Context: an optimization exercise on an open-source flow, tuned for small area. The choices shown serve that exercise and are no tape-out recipe.
The RTL was checked by simulation tests, not by an equivalence proof against the original design.

==> sierra <==
## dcsg
module dcsg #(parameter CLK = 3579545)
	(clk, reset, wr, data, sound_out);
input clk, reset, wr;
input [7:0] data;
output [15:0] sound_out;
reg [2:0] last;
reg fb;
reg [3:0] att_n[0:3];
wire [2:0] regsel = data[7] ? data[6:4] : last;
integer k;
always @(posedge clk)
	if (reset) begin
		last <= 0;
		fb <= 0;
		for (k = 0; k < 4; k = k + 1) att_n[k] <= 0;
	end
	else if (wr & data[7]) begin
		last <= data[6:4];
		if (data[4]) att_n[data[6:5]] <= ~data[3:0];
		else if (&data[6:5]) fb <= data[2];
	end
reg [1:0] divcnt, i;
wire step = ~|divcnt;
always @(posedge clk)
	if (reset) begin
		divcnt <= 0;
		i <= 0;
	end
	else begin
		divcnt <= divcnt - 1'b1;
		if (step) i <= i + 1'b1;
	end
reg pv, plo;
reg [6:0] pd;
reg [10:0] period[0:2];
reg [1:0] nf;
reg z;
wire pnoise = &last[2:1];
wire pdefer = last[2] & ~last[1] & (divcnt == 2'd1) & (&i);
always @(posedge clk)
	if (reset) pv <= 0;
	else if (wr) pv <= ~regsel[0] & (data[7] | ~&regsel[2:1]);
	else if (~pdefer) pv <= 0;
always @(posedge clk)
	if (wr) begin
		plo <= data[7];
		pd <= data[6:0];
	end
always @(posedge clk)
	if (reset) begin
		nf <= 0;
		z <= 1;
		for (k = 0; k < 3; k = k + 1) period[k] <= 0;
	end
	else if (pv & ~pdefer)
		if (pnoise) begin
			nf <= pd[1:0];
			z <= 0;
		end
		else if (plo) period[last[2:1]][3:0] <= pd[3:0];
		else period[last[2:1]][10:4] <= pd;
wire [10:0] period3 = z ? 11'h000 : &nf ? { period[2][9:0], 1'b0 } : 11'h20 << nf;
wire [10:0] period_i = &i ? period3 : period[i];
function [12:0] tbl;
input [3:0] l;
	case (l)
		4'hf: tbl = 13'h1fff;
  ...
==> module dcsg, before the edit <==
module dcsg #(parameter CLK = 3579545)
	(clk, reset, wr, data, sound_out);
input clk, reset, wr;
input [7:0] data;
output [15:0] sound_out;
reg [2:0] last;
reg fb;
reg [3:0] att_n[0:3];
wire [2:0] regsel = data[7] ? data[6:4] : last;
integer k;
always @(posedge clk)
	if (reset) begin
		last <= 0;
		fb <= 0;
		for (k = 0; k < 4; k = k + 1) att_n[k] <= 0;
	end
	else if (wr & data[7]) begin
		last <= data[6:4];
		if (data[4]) att_n[data[6:5]] <= ~data[3:0];
		else if (&data[6:5]) fb <= data[2];
	end
reg [1:0] divcnt, i;
wire step = ~|divcnt;
always @(posedge clk)
	if (reset) begin
		divcnt <= 0;
		i <= 0;
	end
	else begin
		divcnt <= divcnt - 1'b1;
		if (step) i <= i + 1'b1;
	end
reg pv, plo;
reg [6:0] pd;
reg [10:0] period[0:2];
reg [1:0] nf;
reg z;
wire pnoise = &last[2:1];
wire pdefer = last[2] & ~last[1] & (divcnt == 2'd1) & (&i);
always @(posedge clk)
	if (reset) pv <= 0;
	else if (wr) pv <= ~regsel[0] & (data[7] | ~&regsel[2:1]);
	else if (~pdefer) pv <= 0;
always @(posedge clk)
	if (wr) begin
		plo <= data[7];
		pd <= data[6:0];
	end
always @(posedge clk)
	if (reset) begin
		nf <= 0;
		z <= 1;
		for (k = 0; k < 3; k = k + 1) period[k] <= 0;
	end
	else if (pv & ~pdefer)
		if (pnoise) begin
			nf <= pd[1:0];
			z <= 0;
		end
		else if (plo) period[last[2:1]][3:0] <= pd[3:0];
		else period[last[2:1]][10:4] <= pd;
wire [10:0] period3 = z ? 11'h000 : &nf ? { period[2][9:0], 1'b0 } : 11'h20 << nf;
wire [10:0] period_i = &i ? period3 : period[i];
function [12:0] tbl;
input [3:0] l;
	case (l)
		4'hf: tbl = 13'h1fff;
		4'he: tbl = 13'h196a;
		4'hd: tbl = 13'h1430;
		4'hc: tbl = 13'h1009;
		4'hb: tbl = 13'h0cbc;
		4'ha: tbl = 13'h0a1e;
		4'h9: tbl = 13'h0809;
		4'h8: tbl = 13'h0662;
		4'h7: tbl = 13'h0512;
		4'h6: tbl = 13'h0407;
		4'h5: tbl = 13'h0333;
		4'h4: tbl = 13'h028a;
		4'h3: tbl = 13'h0204;
		4'h2: tbl = 13'h019a;
		4'h1: tbl = 13'h0146;
		4'h0: tbl = 13'h0000;
	endcase
endfunction
reg [14:0] lfsr;
reg [11:0] ch[0:3];
reg fr;
wire [11:0] cur = fr ? 12'h000 : ch[0];
wire [10:0] count_next = cur[10:0] - 1'b1;
wire trig = ~|count_next;
wire out = cur[11];
wire [11:0] nxt = { trig ? (&i ? lfsr[14] : ~out) : out, trig ? period_i : count_next };
reg [15:0] acc, sound_out;
wire [12:0] level = tbl(att_n[i]);
wire [15:0] acc_b = |i ? acc : 16'h0000;
wire [15:0] acc_d = out ? acc_b + level : acc_b - level;
always @(posedge clk)
	if (step) begin
		ch[0] <= ch[1];
		ch[1] <= ch[2];
		ch[2] <= ch[3];
		ch[3] <= nxt;
		acc <= acc_d;
	end
always @(posedge clk)
	if (reset) begin
		fr <= 1;
		sound_out <= 0;
		lfsr <= 15'b1;
	end
	else if (step) begin
		if (&i) begin
			fr <= 0;
			sound_out <= acc_d;
		end
		if (wr & regsel == 3'b110) lfsr <= 15'b1;
		else if (trig & &i)
			lfsr <= { lfsr[13:0], lfsr[14] ^ lfsr[13] & fb };
	end
endmodule
Settings: LEC_CHECK=0, CAP_MARGIN=20, CORE_MARGIN=2, CORE_UTILIZATION=40, SLEW_MARGIN=20; clock period 5.0 ns.
run.sh (not shown) runs the stock make flow with config.mk's settings and CLKGATE_MAP_FILE= SYNTH_SCRIPT=/design/flow/synth_recipe.tcl, a recipe that flattens the netlist after the stock synthesis.
==> lagoon: changes against sierra <==
--- a/flow/design.v
+++ b/flow/design.v
@@ -29,4 +29,4 @@
 	else begin
-		divcnt <= divcnt - 1'b1;
-		if (step) i <= i + 1'b1;
+		divcnt <= { divcnt[1] ^ ~divcnt[0], ~divcnt[0] };
+		if (step) i <= { i[1] ^ i[0], ~i[0] };
 	end
@@ -34,3 +34,3 @@
 reg [6:0] pd;
-reg [10:0] period[0:2];
+reg [10:0] p0, p1, p2;
 reg [1:0] nf;
@@ -52,3 +52,5 @@
 		z <= 1;
-		for (k = 0; k < 3; k = k + 1) period[k] <= 0;
+		p0 <= 0;
+		p1 <= 0;
+		p2 <= 0;
 	end
@@ -59,6 +61,12 @@
 		end
-		else if (plo) period[last[2:1]][3:0] <= pd[3:0];
-		else period[last[2:1]][10:4] <= pd;
-wire [10:0] period3 = z ? 11'h000 : &nf ? { period[2][9:0], 1'b0 } : 11'h20 << nf;
-wire [10:0] period_i = &i ? period3 : period[i];
+		else case ({ last[2:1], plo })
+			3'b000: p0[10:4] <= pd;
+			3'b001: p0[3:0] <= pd[3:0];
+			3'b010: p1[10:4] <= pd;
+			3'b011: p1[3:0] <= pd[3:0];
+			3'b100: p2[10:4] <= pd;
+			3'b101: p2[3:0] <= pd[3:0];
+		endcase
+wire [10:0] period3 = z ? 11'h000 : &nf ? { p2[9:0], 1'b0 } : 11'h20 << nf;
+wire [10:0] period_i = i[1] ? (i[0] ? period3 : p2) : (i[0] ? p1 : p0);
 function [12:0] tbl;
@@ -85,9 +93,24 @@
 reg [14:0] lfsr;
-reg [11:0] ch[0:3];
-reg fr;
-wire [11:0] cur = fr ? 12'h000 : ch[0];
-wire [10:0] count_next = cur[10:0] - 1'b1;
-wire trig = ~|count_next;
-wire out = cur[11];
-wire [11:0] nxt = { trig ? (&i ? lfsr[14] : ~out) : out, trig ? period_i : count_next };
+reg [2:0] r[0:15];
+reg bw, fr;
+wire fr0 = fr & ~|i;
+wire [2:0] din = fr ? 3'b000 : r[15];
+wire bin = step | bw;
+wire bw1 = bin & ~din[0];
+wire bw2 = bw1 & ~din[1];
+wire [2:0] dsub = { din[2] ^ bw2, din[1] ^ bw1, din[0] ^ bin };
+wire [2:0] dout = ~|divcnt[1:0] | divcnt[1] ? dsub : { din[2], dsub[1:0] };
+wire out = ~fr0 & r[0][2];
+wire trig = ~fr0 & ~|{ r[0][1:0], r[1], r[2], r[3] };
+wire load = step & (trig | fr0);
+wire [11:0] nxt = { ~fr0 & (&i ? lfsr[14] : ~out), period_i | {11{fr0}} };
+always @(posedge clk) begin
+	bw <= bw2 & ~din[2];
+	r[0] <= dout;
+	r[1] <= load ? nxt[11:9] : r[0];
+	r[2] <= load ? nxt[8:6] : r[1];
+	r[3] <= load ? nxt[5:3] : r[2];
+	r[4] <= load ? nxt[2:0] : r[3];
+	for (k = 5; k < 16; k = k + 1) r[k] <= r[k - 1];
+end
 reg [15:0] acc, sound_out;
@@ -95,11 +118,14 @@
 wire [15:0] acc_b = |i ? acc : 16'h0000;
-wire [15:0] acc_d = out ? acc_b + level : acc_b - level;
+wire sub = step & ~out;
+wire [15:0] acc_y = { 3'b000, step ? level : 13'h0000 } ^ {16{sub}};
+wire [16:0] acc_c;
+wire [15:0] acc_d;
+assign acc_c[0] = sub;
+genvar b;
+generate for (b = 0; b < 16; b = b + 1) begin : add
+	assign acc_d[b] = acc_b[b] ^ acc_y[b] ^ acc_c[b];
+	assign acc_c[b + 1] = acc_b[b] & acc_y[b] | acc_c[b] & (acc_b[b] ^ acc_y[b]);
+end endgenerate
 always @(posedge clk)
-	if (step) begin
-		ch[0] <= ch[1];
-		ch[1] <= ch[2];
-		ch[2] <= ch[3];
-		ch[3] <= nxt;
-		acc <= acc_d;
-	end
+	acc <= acc_d;
 always @(posedge clk)
@@ -110,9 +136,7 @@
 	end
-	else if (step) begin
-		if (&i) begin
-			fr <= 0;
-			sound_out <= acc_d;
-		end
-		if (wr & regsel == 3'b110) lfsr <= 15'b1;
-		else if (trig & &i)
+	else begin
+		if ((divcnt == 2'd1) & (&i)) fr <= 0;
+		if (step & (&i)) sound_out <= acc_d;
+		if (step & wr & regsel == 3'b110) lfsr <= 15'b1;
+		else if (step & trig & (&i))
 			lfsr <= { lfsr[13:0], lfsr[14] ^ lfsr[13] & fb };
--- a/flow/config.mk
+++ b/flow/config.mk
@@ -9,3 +9,4 @@
 export CORE_MARGIN = 2
-export CORE_UTILIZATION = 40
+export CORE_UTILIZATION = 60
+export CTS_BUF_LIST = sky130_fd_sc_hd__clkbuf_8
 export SLEW_MARGIN = 20
==> reports/results.ini <==
[run_status]
outcome = finished with violations
violations = setup timing

[yosys]
syn_avg_cell_area_um2 = 10.7

[final_layout]
layout_common_cells = 143 x dfxtp_1, 104 x nor2_1, 71 x mux2i_1
area_growth_pct = 17.1

[worst_setup_path]
cpPeakStageDelay_ps = 520

[timing]
layout_setup_ws_ps = -2240
setup_viol = 14

the above is filed under lagoon

==> reports/results.ini <==
[job]
cap_violations = 0

[run_status]
outcome = timing/DRC/antenna clean

[floorplanning]
coreArea_um2 = 21100

[final_layout]
layout_common_cells = 132 x edfxtp_1, 61 x nand2_1, 56 x nor2_1
clock_buffers = 17

[timing]
setup_viol = 0
fmax_ghz = 0.212
layout_setup_ws_ps = 291

[worst_setup_path]
cpPeakStageDelay_ps = 570

[yosys]
syn_avg_cell_area_um2 = 11.7
ys.flop_type = edfxtp_1

[clock_network]
cts_tree = done

the above is filed under sierra

[re-timing with driven ports]
The results above use ideal ports. As a check the final layouts listed here were re-extracted and re-timed, cells and wires unchanged.
Step 1 assumes that a clkbuf_16 drives the clock port and a buf_2 every other input.
Step 2, shift: input delay + t, output delay - t, t = (earliest + latest rising clock arrival at the registers) / 2. This alone moves slack from input paths to output paths.
a / b / c = ideal ports / drivers / drivers and shift; a / b = the first two.
run | shift t [ns] | slack for setup (ns) | worst data-port slew with drivers (ns)
sierra | 0.470 | 0.291 / 0.291 / 0.291 | 0.04
lagoon | 0.477 | -2.236 / -2.236 / -2.236 | 0.04
